From an optimization exercise on the open Yosys and OpenROAD flow, aimed at small area; shortcuts taken in it are not production practice. No run shown here included a check of the RTL's function; only the layout flow was run. No activity file was given, so power comes from the tool's default toggle rates.

**design/flow/run.sh**
```bash
#!/bin/bash
# synth_recipe.tcl (not shown) runs the flow's synth.tcl, then flattens the netlist and writes it again
# the make line also repeats each setting of config.mk as NAME=value (left out here)
make -C /OpenROAD-flow-scripts/flow DESIGN_CONFIG=/design/flow/config.mk WORK_HOME=/design/flow/orfs CLKGATE_MAP_FILE= SYNTH_SCRIPT=/design/flow/synth_recipe.tcl finish
```
**design/flow/config.mk**
```make
export PLATFORM = sky130hd
export DESIGN_NAME = Uart_Wrapper
export DESIGN_NICKNAME = Uart_Wrapper
export VERILOG_FILES = /design/flow/design.v
export SDC_FILE = /design/flow/constraint.sdc
export NUM_CORES = 4
export LEC_CHECK = 0
export CAP_MARGIN = 20
export CORE_MARGIN = 2
export CORE_UTILIZATION = 40
export SLEW_MARGIN = 20
```
**design/flow/constraint.sdc**
```tcl
create_clock -name core_clock -period 10.0 [get_ports {clk}]
set_input_delay 2.0000 -clock core_clock [delete_from_list [all_inputs] [get_ports {clk}]]
set_output_delay 2.0000 -clock core_clock [all_outputs]
set_load 0.01 [all_outputs]
```
**design/flow/design.v**
```verilog
`timescale 1ns / 1ps
module Uart_Wrapper (
    input        clk,
    input        rst,
    input        nwrite_fifo_btn,
    input        nread_fifo_btn,
    input        nreset_button,
    input        rx_i,
    output       tx_o,
    output [6:0] fifo_state_segs,
    output [6:0] Counter_Display,
    output [7:0] Value_out_led
);
    reg [2:0] c_nrst;    
    reg [2:0] c_rf;      
    reg [2:0] c_rd;      
    reg [2:0] c_wr;      
    wire nreset_dbnc = &c_nrst;
    wire ureset      = ~nreset_dbnc;        
    wire reset_fifo  = &c_rf;
    wire rd_db       = &c_rd;
    wire wr_db       = &c_wr;
    always @(posedge clk) begin
        if (rst) begin
            c_nrst <= 3'd0;
            c_rf   <= 3'd0;
            c_rd   <= 3'd0;
            c_wr   <= 3'd0;
        end else begin
            c_nrst <= nreset_button    ? (nreset_dbnc ? 3'd7 : c_nrst + 3'd1) : 3'd0;
            c_rf   <= ureset           ? (reset_fifo  ? 3'd7 : c_rf   + 3'd1) : 3'd0;
            c_rd   <= !nread_fifo_btn  ? (rd_db       ? 3'd7 : c_rd   + 3'd1) : 3'd0;
            c_wr   <= !nwrite_fifo_btn ? (wr_db       ? 3'd7 : c_wr   + 3'd1) : 3'd0;
        end
    end
    reg [3:0] div;
    wire tick = (div == 4'd6);
    always @(posedge clk) begin
        if (rst || div == 4'd11) div <= 4'd0;
        else                     div <= div + 4'd1;
    end
    reg [1:0] stage;
    always @(posedge clk) begin
        if (rst || reset_fifo) stage <= 2'b00;
        else                   stage <= {wr_db, rd_db};
    end
    reg [2:0] cnt;        
    reg [2:0] cnt_d;      
    reg       empty_led, filled_led;
    reg [7:0] vout;
    reg [7:0] mem0, mem1, mem2, mem3, mem4;
    reg [7:0] rx_hold;    
    wire cnt_zero = (cnt == 3'd0);
    wire cnt_full = (cnt == 3'd5);
    wire step     = tick && !reset_fifo;
    wire push     = step && stage == 2'b10 && !cnt_full;
    wire pop      = step && stage == 2'b01 && !cnt_zero;
    reg [7:0] oldest;
    always @(*) begin
        case (cnt)
            3'd1:    oldest = mem0;
            3'd2:    oldest = mem1;
            3'd3:    oldest = mem2;
            3'd4:    oldest = mem3;
            default: oldest = mem4;
        endcase
    end
    always @(posedge clk) begin
        if (push) begin
            mem0 <= rx_hold;
            mem1 <= mem0;
            mem2 <= mem1;
            mem3 <= mem2;
            mem4 <= mem3;
        end
    end
    always @(posedge clk) begin
        if (rst) begin
            cnt        <= 3'd0;
            empty_led  <= 1'b0;
            filled_led <= 1'b0;
            vout       <= 8'd0;
        end else if (tick) begin
            if (reset_fifo) begin
                cnt        <= 3'd0;
                empty_led  <= 1'b1;
                filled_led <= 1'b0;
            end else begin
                if (stage == 2'b11) begin
                    empty_led  <= 1'b0;
                    filled_led <= 1'b0;
                end else begin
                    empty_led  <= cnt_zero;
                    filled_led <= cnt_full;
                end
                if (stage == 2'b00 || (stage == 2'b01 && cnt_zero))
                    vout <= 8'd0;
                else if (pop)
                    vout <= oldest;
                if (push) cnt <= cnt + 3'd1;
                if (pop)  cnt <= cnt - 3'd1;
            end
        end
    end
    always @(posedge clk) begin
        cnt_d <= rst ? 3'd7 : cnt;
    end
    wire just_rst = (cnt_d == 3'd7);
    reg [6:0] cdisp;
    always @(*) begin
        case (cnt_d)
            3'd0:    cdisp = 7'h40;
            3'd1:    cdisp = 7'h79;
            3'd2:    cdisp = 7'h24;
            3'd3:    cdisp = 7'h30;
            3'd4:    cdisp = 7'h19;
            3'd5:    cdisp = 7'h12;
            3'd6:    cdisp = 7'h02;
            default: cdisp = 7'h00;
        endcase
    end
    assign Counter_Display = cdisp;
    reg [6:0] segs;
    always @(*) begin
        if (just_rst) segs = 7'h00;
        else case (stage)
            2'b00: segs = 7'h40;
            2'b01: segs = 7'h79;
            2'b10: segs = 7'h24;
            default: segs = 7'h30;
        endcase
    end
    assign fifo_state_segs = segs;
    assign Value_out_led   = vout;
    localparam [12:0] BAUD_DONE = 13'd5207, BAUD_LAST = 13'd5208;
    reg [12:0] baud;
    wire baud_done = (baud == BAUD_DONE);
    wire baud_last = (baud == BAUD_LAST);
    always @(posedge clk) begin
        if (rst || ureset || baud_last) baud <= 13'd0;
        else                            baud <= baud + 13'd1;
    end
    localparam S_IDLE = 2'd0, S_START = 2'd1, S_DATA = 2'd3, S_STOP = 2'd2;
    reg [1:0] rs;
    reg [2:0] rbc;
    reg [7:0] rbank;
    reg       rcap;
    always @(posedge clk) begin
        if (rst || ureset) rs <= S_IDLE;
        else case (rs)
            S_IDLE:  if (!rx_i)                   rs <= S_START;
            S_START: if (baud_done)               rs <= S_DATA;
            S_DATA:  if (baud_done && rbc == 3'd7) rs <= S_STOP;
            default: if (baud_done)               rs <= S_IDLE;
        endcase
    end
    always @(posedge clk) begin
        if (baud_done) rbc <= (rs == S_DATA) ? rbc + 3'd1 : 3'd0;
        if (rs == S_DATA) rbank[0] <= rx_i;
        if (baud_done && rbc != 3'd7) rbank[7:1] <= rbank[6:0];
        rcap <= !rst && rs == S_STOP && baud_last;
        if (rst)       rx_hold <= 8'd0;
        else if (rcap) rx_hold <= rbank;
    end
    reg       tvalid, tfull;
    reg [1:0] ts;
    reg [2:0] tbc;
    reg       tsel;
    always @(posedge clk) begin
        tvalid <= !rst && (empty_led || filled_led);
        tfull  <= filled_led;
        if (ts == S_IDLE) tsel <= tfull;
        if (baud_done) tbc <= (ts == S_DATA) ? tbc + 3'd1 : 3'd0;
        if (rst || ureset) ts <= S_IDLE;
        else case (ts)
            S_IDLE:  if (tvalid)                  ts <= S_START;
            S_START: if (baud_done)               ts <= S_DATA;
            S_DATA:  if (baud_done && tbc == 3'd7) ts <= S_STOP;
            default: if (baud_done)               ts <= S_IDLE;
        endcase
    end
    reg tx_bit;
    always @(*) begin
        case (tbc)
            3'd0:    tx_bit = !tsel;
            3'd1:    tx_bit = tsel;
            3'd2:    tx_bit = 1'b1;
            3'd6:    tx_bit = 1'b1;
            default: tx_bit = 1'b0;
        endcase
    end
    assign tx_o = (ts == S_START) ? 1'b0 : (ts == S_DATA) ? tx_bit : 1'b1;
endmodule
```
==> results of run 1 <==
synthesized netlist by cell type, types with 2 or more instances:
| cell | count |
|---|---|
| dfxtp_1 | 62 |
| edfxtp_1 | 55 |
| nor2_1 | 55 |
| nand2_1 | 27 |
| ha_1 | 21 |
| a21oi_1 | 20 |
| inv_1 | 19 |
| a211oi_1 | 14 |
| nor3_1 | 14 |
| and3_1 | 10 |
| mux2i_1 | 10 |
| nand3_1 | 9 |
| xnor2_1 | 9 |
| a221oi_1 | 8 |
| clkbuf_1 | 8 |
| nor2b_1 | 8 |
| o32ai_1 | 8 |
| nand3b_1 | 4 |
| xor2_1 | 4 |
| and2_1 | 3 |
| buf_1 | 3 |
| buf_4 | 3 |
| nand2b_1 | 3 |
| nand4_1 | 3 |
| a2111oi_0 | 2 |
| a31o_2 | 2 |
| a31oi_1 | 2 |
| buf_2 | 2 |
| o21a_1 | 2 |
power groups by stage:
stage	combinational (mW)	clock, mW	sequential (mW)
after floorplan	0.0338	0	0.515
after global placement	0.0480	0	0.516
after detailed placement	0.0494	0	0.516
after CTS	0.0496	0.657	0.506
after global routing	0.0553	0.684	0.507
final	0.0497	0.647	0.506
routing by layer:
layer | up-vias | global-route usage (%)
met1 | 1456 | 17.5
met3 | 13 | 4.39
li1 | 1561 | -
met4 | 0 | 8.05
met5 | - | 0
met2 | 69 | 21.7
critical path, cell delays in order, from the launching register on:
cell             delay (ns)
edfxtp_1               0.40
inv_1                  0.09
ha_1                   0.20
mux2_2                 0.25
o2111ai_1              0.17
nand2_1                0.07
clkdlybuf4s50_1        0.48
worst max-delay path by stage:
stage,startpoint,to,depth (start not counted)
floorplan,cnt[1],mem0[0],6
global placement,rst,vout[3],5
detailed placement,rst,vout[7],5
CTS,tbc[0],tx_o,6
global route,tbc[0],tx_o,6
finish,tbc[0],tx_o,6
kinds of logic (layout without fill, tap and decap cells):
kind of cell | count (synthesis) | after routing | synth area share [%]
xor+xnor | 13 | 13 | 2.39
simple gates | 146 | 146 | 15.3
buf+inv | 36 | 80 | 3.28
mux | 11 | 11 | 2.33
compound gates | 68 | 68 | 10.5
flops | 117 | 117 | 60.7
fa+ha+maj | 21 | 21 | 5.51
other cells | 1 | 1 | 0.0786
flip-flops by register name, indices dropped and copies added (netlist names), 4 cells and up:
| name | flops |
|---|---|
| baud | 13 |
| div | 4 |
| mem0 | 8 |
| mem1 | 8 |
| mem2 | 8 |
| mem3 | 8 |
| mem4 | 8 |
| rbank | 8 |
| rx_hold | 8 |
| vout | 8 |
stage by stage:
stage / total power [mW] / setup WS (ns) / utilization [%] / cell area, um2
finish: 1.20 / 5.94 / 50.5 / 5810
global route: 1.25 / 5.80 / 50.5 / 5810
global placement: 0.564 / 6.36 / 44.7 / 5150
floorplan: 0.549 / 6.80 / - / 4770
detailed placement: 0.566 / 6.28 / 44.7 / 5150
CTS: 1.21 / 5.91 / 50.2 / 5790
placed cells by master (no fill, tap or decap), drive strengths merged, types with 17 or more instances in the layout:
| cell type | synthesis | final |
|---|---|---|
| dfxtp | 62 | 62 |
| edfxtp | 55 | 55 |
| nor2 | 55 | 55 |
| nand2 | 28 | 28 |
| clkdlybuf4s50 | 0 | 27 |
| ha | 21 | 21 |
| a21oi | 20 | 20 |
| inv | 19 | 19 |
| clkbuf | 8 | 17 |
area by class of cell:
type / count / area share [%]
Multi-Input combinational cell: 260 / 29.7
Clock buffer: 17 / 7.32
Sequential cell: 117 / 49.8
Tap cell: 143 / 3.08
Clock inverter: 15 / 3.64
Timing Repair Buffer: 29 / 5.25
Inverter: 19 / 1.23
==> flow_metrics.env, run 1 <==
export IMPL_drt_pass1_iterations=16
export IMPL_hold_slack_ns=0.396
export IMPL_gr_total_overflow=0
export IMPL_cts_buffer_depth=2
export IMPL_vias_per_cell=5.17
export IMPL_fin_worst_skew_ns=0.00698
export IMPL_yosysTopAreaCellShare_pct=34.6
export IMPL_placementRows=39
export IMPL_r2r_end="rbank[5]"
export IMPL_ys_top_cells_by_area="edfxtp_1, dfxtp_1, ha_1"
export IMPL_setup_tns_final_ns=0
export IMPL_route_met3_wl_um=349
export IMPL_grt_pass1_wl_um=14300
export IMPL_wirelength_um=8320
export IMPL_worstHoldStart="filled_led"
export IMPL_io_pins=29
export IMPL_synth_seq_cells=117
export IMPL_p_int_uw=962
export IMPL_ff_latch_area_um2=2890
export IMPL_min_to="tfull"
export IMPL_fin_nets=471
export IMPL_hold_class="reg -> reg"
export IMPL_finalMaxSlewViolations=0
export IMPL_pwr_share_comb_pct=4.1
export IMPL_rr_worst_depth=3
export IMPL_routed_wl_met2_um=3910
export IMPL_p_sw_share_pct=20.0
export IMPL_clockRootBuffer="clkbuf_16"
export IMPL_htreeDepth=4
export IMPL_cts_tree="built"
export IMPL_drv_cap=0
export IMPL_clock_sinks=117
export IMPL_min_period_over_period_pct=40.6
export IMPL_finalCriticalPeriod_ns=4.06
export IMPL_fmax_ghz=0.246
export IMPL_outcome="finished clean"
export IMPL_path_class="reg -> out"
export IMPL_post_cts_buffers=0
export IMPL_worstSetupEndpointType="output port"
export IMPL_yosys_area_top_type="edfxtp_1"
export IMPL_critPathRequiredTime_ns=8.00
export IMPL_arrival_ns=2.06
export IMPL_vias=3099
export IMPL_cp_start_kind="flip-flop"
export IMPL_die_h_um=113
export IMPL_met1_length_um=3920
export IMPL_hold_depth=0
export IMPL_place_congestion=0.774
export IMPL_synthArstFlopShare_pct=0
export IMPL_max_slew_margin_pct=39.7
export IMPL_power_switching_uw=241
export IMPL_die_x_um=113
export IMPL_critPathMaxFanout=4
export IMPL_grt_util_all_layers_pct=14.1
export IMPL_synth_cell_types=52
export IMPL_fillers=988
export IMPL_ant_nets=0
export IMPL_r2r_start="baud[10]"
export IMPL_drive_gt1_share_pct=8.97
export IMPL_synth_main_ff_cell="dfxtp_1"
export IMPL_hold_viol=0
export IMPL_p_clk_share_pct=53.8
export IMPL_dpl_hpwl_um=5530
export IMPL_rsz0062_at_grt="no"
export IMPL_die_area_um2=12800
export IMPL_post_cts_resized=0
export IMPL_grt_max_degree=41
export IMPL_synth_edff_count=55
export IMPL_syn_avg_cell_area_um2=11.5
export IMPL_yosysSeqAreaShare_pct=60.7
export IMPL_grt_antenna_before_repair=0
export IMPL_setup_viol=0
export IMPL_synth_nets=440
export IMPL_fin_cells=600
export IMPL_yosysWarnings=1
export IMPL_area_growth_pct=21.9
export IMPL_portBuffers=27
export IMPL_multi_input_area_um2=1730
export IMPL_first_global_vias=3063
export IMPL_wl_per_cell_um=13.9
export IMPL_cellPowerDensity_nw_per_um2=207
export IMPL_synth_cells=413
export IMPL_reg2reg_slack_ns=7.55
export IMPL_tightest_slew_ns=0.903
export IMPL_cts_made_buffers=17
export IMPL_drt_initial_drc_count=169
export IMPL_initial_core_util_pct=41.4
export IMPL_core_area_um2=11500
export IMPL_drc=0
export IMPL_clk_latency_ns=0.41
export IMPL_syn_area_um2=4770
export IMPL_clk_pin_slew_ns=0.05
export IMPL_leakage_nw=2.02
export IMPL_top_layer_used="met4"
export IMPL_n_antenna_cell=0
export IMPL_cts_hold_buf=0
export IMPL_dp_cells=567
export IMPL_power_frac_seq_pct=42.1
export IMPL_ir_drop_uv=195
==> run 2, diff against run 1 <==
--- a/design/flow/design.v
+++ b/design/flow/design.v
@@ -132,14 +132,8 @@
     end
     assign fifo_state_segs = segs;
     assign Value_out_led   = vout;
-    localparam [12:0] BAUD_DONE = 13'd5207, BAUD_LAST = 13'd5208;
-    reg [12:0] baud;
-    wire baud_done = (baud == BAUD_DONE);
-    wire baud_last = (baud == BAUD_LAST);
-    always @(posedge clk) begin
-        if (rst || ureset || baud_last) baud <= 13'd0;
-        else                            baud <= baud + 13'd1;
-    end
+    wire baud_done, baud_last;
+    baud_timer baud_timer (.clk(clk), .clr(rst || ureset), .done(baud_done), .last(baud_last));
     localparam S_IDLE = 2'd0, S_START = 2'd1, S_DATA = 2'd3, S_STOP = 2'd2;
     reg [1:0] rs;
     reg [2:0] rbc;
@@ -191,3 +185,19 @@
     end
     assign tx_o = (ts == S_START) ? 1'b0 : (ts == S_DATA) ? tx_bit : 1'b1;
 endmodule
+module baud_timer (
+    input  clk,
+    input  clr,
+    output done,      
+    output last       
+);
+    localparam [12:0] SEED = 13'd2413;
+    reg [12:0] b;
+    wire run0 = ~|{b[9:3]};
+    assign done = run0 & b[0] & ~b[2];
+    assign last = run0 & b[1] & ~b[10];
+    always @(posedge clk) begin
+        if (clr || last) b <= SEED;
+        else             b <= {b[11:0], b[12] ^ b[10] ^ b[1] ^ b[0]};
+    end
+endmodule
--- a/design/flow/config.mk
+++ b/design/flow/config.mk
@@ -8,4 +8,7 @@
 export CAP_MARGIN = 20
 export CORE_MARGIN = 2
 export CORE_UTILIZATION = 40
+export CTS_BUF_LIST = sky130_fd_sc_hd__clkbuf_4
+export CTS_CLUSTER_DIAMETER = 100
+export CTS_CLUSTER_SIZE = 40
 export SLEW_MARGIN = 20
==> run 2 against run 1 <==
Design area is 8.8% lower. Fmax is 2.8% lower. Setup slack worse by 0.12 ns. Combinational power is 3% higher. Critical endpoint unchanged. Via count is 8.8% lower. Sequential power hardly changed. Critical path type unchanged. Clock power is 51% lower.
==> flow_metrics.env, run 2 <==
export IMPL_critPathMaxFanout=4
export IMPL_critical_path_slowest_cell="clkdlybuf4s50_1"
export IMPL_fin_worst_skew_ns=0.0115
export IMPL_routed_wl_met2_um=3470
export IMPL_drt_pass1_iterations=4
export IMPL_clock_sinks=117
export IMPL_largest_register="baud_timer.b"
export IMPL_grt_max_degree=41
export IMPL_clk_pin_slew_ns=0.10
export IMPL_ant_nets=0
export IMPL_fillers=1051
export IMPL_die_area_um2=12500
export IMPL_initial_core_util_pct=40.8
export IMPL_yosysTopAreaCellShare_pct=35.6
export IMPL_post_cts_resized=0
export IMPL_cts_tree="built"
export IMPL_drt_initial_drc_count=134
export IMPL_syn_area_um2=4640
export IMPL_area_growth_pct=14.2
export IMPL_r2r_start="cnt[2]"
export IMPL_worstHoldStart="filled_led"
export IMPL_cts_buffer_depth=2
export IMPL_cts_hold_buf=0
export IMPL_setup_tns_final_ns=0
export IMPL_finalMaxSlewViolations=0
export IMPL_leakage_nw=1.92
export IMPL_finalCriticalPeriod_ns=4.18
export IMPL_post_cts_buffers=0
export IMPL_yosys_area_top_type="edfxtp_1"
export IMPL_n_antenna_cell=0
export IMPL_route_met3_wl_um=305
export IMPL_drive_gt1_share_pct=12.3
export IMPL_gr_total_overflow=0
export IMPL_clk_latency_ns=0.50
export IMPL_synth_cell_types=51
export IMPL_grt_util_all_layers_pct=13.0
export IMPL_drv_cap=0
export IMPL_synth_cells_most_frequent="dfxtp_1, edfxtp_1, nor2_1, inv_1, nand2_1"
export IMPL_met1_length_um=3710
export IMPL_synthArstFlopShare_pct=0
export IMPL_total_power_uw=874
export IMPL_largest_reg_flops=13
export IMPL_htreeDepth=4
export IMPL_yosysMostFrequentCell="dfxtp_1"
export IMPL_wirelength_um=7580
export IMPL_arrival_ns=2.18
export IMPL_path_class="reg -> out"
export IMPL_crit_path_start="tbc[0]"
export IMPL_cellPowerDensity_nw_per_um2=165
export IMPL_ys_top_cells_by_area="edfxtp_1, dfxtp_1, ha_1"
export IMPL_first_global_vias=2657
export IMPL_io_pins=29
export IMPL_place_congestion=0.758
export IMPL_grt_antenna_before_repair=0
export IMPL_synth_nets=403
export IMPL_critPathRequiredTime_ns=8.00
export IMPL_cp_cell_sequence="inv_1 > ha_1 > mux2_2 > o2111ai_1 > nand2_1 > clkdlybuf4s50_1"
export IMPL_placementRows=39
export IMPL_hold_slack_ns=0.398
export IMPL_synth_edff_count=55
export IMPL_hold_viol=0
export IMPL_worst_slack_ns=5.82
export IMPL_setup_viol=0
export IMPL_portBuffers=27
export IMPL_worstSetupEndpointType="output port"
export IMPL_yosysWarnings=2
export IMPL_final_cell_mix="dfxtp_1, edfxtp_1, nor2_1, clkdlybuf4s50_1"
export IMPL_synth_main_ff_cell="dfxtp_1"
export IMPL_cts_made_buffers=17
export IMPL_rsz0062_at_grt="no"
export IMPL_final_common_cell="dfxtp_1"
export IMPL_slowest_delay_ns=0.48
export IMPL_die_h_um=112
export IMPL_syn_avg_cell_area_um2=12.3
export IMPL_fmax_ghz=0.239
export IMPL_fin_nets=434
export IMPL_synth_seq_cells=117
export IMPL_clockRootBuffer="clkbuf_4"
export IMPL_place_ws_ns=6.16
export IMPL_die_x_um=112
export IMPL_max_slew_margin_pct=41.6
export IMPL_synth_cells=378
export IMPL_dpl_hpwl_um=4920
export IMPL_ir_drop_uv=94.4
export IMPL_min_period_over_period_pct=41.8
export IMPL_top_layer_used="met4"
export IMPL_vias_per_cell=5.00
export IMPL_tightest_slew_ns=0.875
export IMPL_hold_class="reg -> reg"
export IMPL_vias=2827
export IMPL_core_area_um2=11400
export IMPL_cp_start_kind="flip-flop"
export IMPL_outcome="finished clean"
export IMPL_wl_per_cell_um=13.4
export IMPL_yosysSeqAreaShare_pct=62.4
export IMPL_drc=0
export IMPL_grt_pass1_wl_um=12800
[run 2: path summary, 6_finish.rpt]
kind         slack (ns)  cells after the start  endpoint
min                0.40                      0     tfull
min reg2reg        0.40                      0     tfull
max reg2reg        7.63                      4   vout[0]
max                5.82                      6      tx_o
[run 2: routing by layer]
layer  vias up  track usage, %
met5         -               0
met4         0            6.34
met3         7            4.95
met2        47            19.2
met1      1347            16.9
li1       1426               -
[run 2: through the flow]
step	util [%]	instance area [um2]	cells
after floorplan	-	4640	378
after global routing	46.6	5300	565
after CTS	46.4	5280	564
after global placement	44.2	5020	532
final	46.6	5300	565
after detailed placement	44.2	5020	532
[run 2: kinds of logic after synthesis]
| kind of cell | count (synthesis) | share of synthesized area [%] |
|---|---|---|
| flip-flops | 117 | 62.4 |
| multiplexers | 14 | 3.10 |
| XOR/XNOR | 6 | 1.13 |
| AND/OR/NAND/NOR | 119 | 13.2 |
| buffers and inverters | 38 | 3.48 |
| AO/OA/AOI/OAI | 64 | 11.6 |
| adder cells (fa/ha/maj) | 19 | 5.12 |
| other | 1 | 0.0808 |
[run 2: area by class of cell]
| class | count | area, um2 | share of cell area (%) |
|---|---|---|---|
| sequential | 117 | 2890 | 54.6 |
| multi-input combinational | 223 | 1590 | 30.1 |
| timing repair buffer | 29 | 298 | 5.62 |
| tap | 143 | 179 | 3.38 |
| clock buffer | 19 | 143 | 2.69 |
| clock inverter | 13 | 115 | 2.17 |
| inverter | 21 | 78.8 | 1.49 |
[run 2: report_power, final]
part,total (mW),switching [mW],internal [mW]
clock network,0.317,0.168,0.148
registers,0.506,0.00483,0.501
logic,0.0514,0.0288,0.0227
total,0.874,0.202,0.672
[run 2: critical path, delay by kind of cell, from the launching register on]
family                   cells  cell delay, ns
buffers and inverters        2            0.58
AND/OR/NAND/NOR              1            0.07
AO/OA/AOI/OAI                1            0.17
flip-flops                   1            0.41
adder cells (fa/ha/maj)      1            0.20
multiplexers                 1            0.26
==> run 3, diff against run 2 <==
--- a/design/flow/config.mk
+++ b/design/flow/config.mk
@@ -8,7 +8,7 @@
 export CAP_MARGIN = 20
 export CORE_MARGIN = 2
 export CORE_UTILIZATION = 40
-export CTS_BUF_LIST = sky130_fd_sc_hd__clkbuf_4
-export CTS_CLUSTER_DIAMETER = 100
-export CTS_CLUSTER_SIZE = 40
+export CTS_BUF_LIST = sky130_fd_sc_hd__clkbuf_8
+export CTS_CLUSTER_DIAMETER = 200
+export CTS_CLUSTER_SIZE = 100
 export SLEW_MARGIN = 20
==> run 3 against run 2 <==
Sequential share of layout area shrank 1.0 points. Clock skew shrank 0.0053 ns. Register-to-register slack gained 0.06 ns. Largest power group unchanged. Area after synthesis is the same. Sequential power is essentially flat. Clock-buffer cell count shrank 2. Core utilization grew 0.87 points. Worst hold slack lost 0.0082 ns.
==> flow_metrics.env, run 3 <==
export IMPL_yosysWarnings=2
export IMPL_worstSetupEndpointType="output port"
export IMPL_crit_path_start="tbc[0]"
export IMPL_drive_gt1_share_pct=11.8
export IMPL_power_switching_uw=212
export IMPL_rr_worst_depth=4
export IMPL_cts_made_buffers=17
export IMPL_p_clk_share_pct=41.3
export IMPL_finalCriticalPeriod_ns=4.10
export IMPL_placementRows=39
export IMPL_n_antenna_cell=0
export IMPL_synth_cells_most_frequent="dfxtp_1, edfxtp_1, nor2_1, inv_1, nand2_1"
export IMPL_worst_slack_ns=5.90
export IMPL_setup_tns_final_ns=0
export IMPL_core_area_um2=11400
export IMPL_ant_nets=0
export IMPL_r2r_end="vout[0]"
export IMPL_final_cell_mix="dfxtp_1, edfxtp_1, nor2_1, clkdlybuf4s50_1, inv_1"
export IMPL_cp_endpoint="tx_o"
export IMPL_power_frac_seq_pct=53.3
export IMPL_cp_start_kind="flip-flop"
export IMPL_clock_sinks=117
export IMPL_synth_seq_cells=117
export IMPL_place_ws_ns=6.16
export IMPL_place_congestion=0.758
export IMPL_grt_max_degree=41
export IMPL_synthArstFlopShare_pct=0
export IMPL_yosysMostFrequentCell="dfxtp_1"
export IMPL_ff_latch_area_um2=2890
export IMPL_synth_edff_count=55
export IMPL_postPlaceCellArea_um2=5020
export IMPL_synth_cells=378
export IMPL_min_period_over_period_pct=41.0
export IMPL_ys_top_cells_by_area="edfxtp_1, dfxtp_1, ha_1"
export IMPL_tightest_slew_ns=0.846
export IMPL_leakage_nw=1.96
export IMPL_grt_util_all_layers_pct=13.0
export IMPL_cts_buffer_depth=2
export IMPL_max_slew_margin_pct=43.5
export IMPL_grt_pass1_wl_um=12800
export IMPL_p_int_uw=737
export IMPL_final_area_um2=5400
export IMPL_p_sw_share_pct=22.4
export IMPL_cellPowerDensity_nw_per_um2=176
export IMPL_multi_input_area_um2=1590
export IMPL_portBuffers=27
export IMPL_htreeDepth=4
export IMPL_die_h_um=112
export IMPL_yosys_area_top_type="edfxtp_1"
export IMPL_yosysSeqAreaShare_pct=62.4
export IMPL_wl_per_cell_um=13.5
export IMPL_wirelength_um=7650
export IMPL_post_cts_buffers=0
export IMPL_cts_hold_buf=0
export IMPL_largest_reg_flops=13
export IMPL_area_growth_pct=16.3
export IMPL_syn_avg_cell_area_um2=12.3
export IMPL_clk_pin_slew_ns=0.07
export IMPL_final_core_utilization_pct=47.5
export IMPL_critPathRequiredTime_ns=8.00
export IMPL_fin_worst_skew_ns=0.00617
export IMPL_dpl_hpwl_um=4920
export IMPL_largest_register="baud_timer.b"
export IMPL_synth_cell_types=51
export IMPL_r2r_start="cnt[2]"
export IMPL_io_pins=29
export IMPL_fmax_ghz=0.244
export IMPL_clockRootBuffer="clkbuf_8"
export IMPL_finalMaxSlewViolations=0
export IMPL_cts_tree="built"
export IMPL_gr_total_overflow=0
export IMPL_rsz0062_at_grt="no"
export IMPL_final_common_cell="dfxtp_1"
export IMPL_outcome="finished clean"
export IMPL_initial_core_util_pct=40.8
export IMPL_die_area_um2=12500
export IMPL_yosysTopAreaCellShare_pct=35.6
export IMPL_path_class="reg -> out"
export IMPL_drt_pass1_iterations=4
export IMPL_critPathMaxFanout=4
export IMPL_vias=2786
export IMPL_arrival_ns=2.10
export IMPL_synth_main_ff_cell="dfxtp_1"
export IMPL_clk_latency_ns=0.42
export IMPL_pwr_share_comb_pct=5.4
export IMPL_drt_initial_drc_count=112
export IMPL_syn_area_um2=4640
export IMPL_fillers=1041
export IMPL_synth_nets=403
export IMPL_hold_class="reg -> reg"
export IMPL_post_cts_resized=0
export IMPL_ir_drop_uv=111
export IMPL_drv_cap=0
export IMPL_fin_nets=434
export IMPL_first_global_vias=2642
export IMPL_reg2reg_slack_ns=7.69
export IMPL_die_x_um=112
export IMPL_hold_viol=0
export IMPL_drc=0
export IMPL_setup_viol=0
export IMPL_vias_per_cell=4.93
export IMPL_grt_antenna_before_repair=0
run 3: cell counts after synthesis:
No cell type changed its count.
run 3: power by group through the flow:
| stage | Sequential [mW] | Combinational, mW | Clock, mW |
|---|---|---|---|
| finish | 0.506 | 0.0513 | 0.392 |
| detailed placement | 0.517 | 0.0518 | 0 |
| CTS | 0.506 | 0.0520 | 0.406 |
| floorplan | 0.515 | 0.0364 | 0 |
| global placement | 0.517 | 0.0504 | 0 |
| global route | 0.507 | 0.0576 | 0.425 |
run 3: layout make-up:
class	instances	area share (%)
sequential	117	53.6
multi-input combinational	223	29.5
timing repair buffer	29	5.52
clock buffer	17	4.33
tap	143	3.31
clock inverter	15	2.27
inverter	21	1.46
run 3: cells by family (layout without fill, tap and decap cells):
group                    after synthesis  in the layout  synth area share [%]
AND/OR/NAND/NOR                      119            119                  13.2
flip-flops                           117            117                  62.4
AO/OA/AOI/OAI                         64             64                  11.6
buffers and inverters                 38             82                  3.48
adder cells (fa/ha/maj)               19             19                  5.12
multiplexers                          14             14                  3.10
XOR/XNOR                               6              6                  1.13
other                                  1              1                0.0808
run 3: worst min-delay path by stage:
stage	startpoint	endpoint	slack [ns]	cells after the start
2_1_floorplan	filled_led	tfull	0.35	0
3_3_place_gp	filled_led	tfull	0.38	0
3_5_place_dp	filled_led	tfull	0.38	0
4_1_cts	filled_led	tfull	0.39	0
5_1_grt	filled_led	tfull	0.40	0
6_report	filled_led	tfull	0.39	0
run 3: stage by stage:
stage	hold slack [ns]	std cells	power [mW]
6_report	0.390	565	0.950
5_1_grt	0.402	565	0.990
4_1_cts	0.392	564	0.964
3_5_place_dp	0.379	532	0.569
3_3_place_gp	0.379	532	0.567
2_1_floorplan	0.352	378	0.552
run 3: routing by layer:
layer	vias to the layer above	part of all wire, %	global-route usage [%]
li1	1422	-	-
met1	1326	49	16.8
met2	34	46	19.3
met3	4	3.4	4.95
met4	0	0.77	6.09
met5	-	0	0
run 3: worst max-delay path, cell delays in order, from the launching register on:
cell,delay [ns]
edfxtp_1,0.40
inv_1,0.10
ha_1,0.20
mux2_2,0.26
o2111ai_1,0.17
nand2_1,0.07
clkdlybuf4s50_1,0.48

==> static timing again, ports no longer ideal <==
No port has a modelled driver above. Below, the same layouts with a new extraction and two added sets of constraints. Step 1 assumes that a clkbuf_16 drives the clock port and a buf_2 every other input. Step 2 also shifts input and output timing later by t, the mid clock arrival at the registers, as if the neighbouring blocks saw the same clock. Slacks: ideal / step 1 / step 2; pairs: ideal / step 1.
| run | t, ns | slack for setup (ns) | worst setup path at the end |
|---|---|---|---|
| run 1 | 0.438 | 5.937 / 5.901 / 6.251 | input to register |
| run 2 | 0.524 | 5.819 / 5.788 / 6.186 | input to register |
| run 3 | 0.446 | 5.905 / 5.873 / 6.185 | input to register |
After both steps every run listed still meets setup and hold.
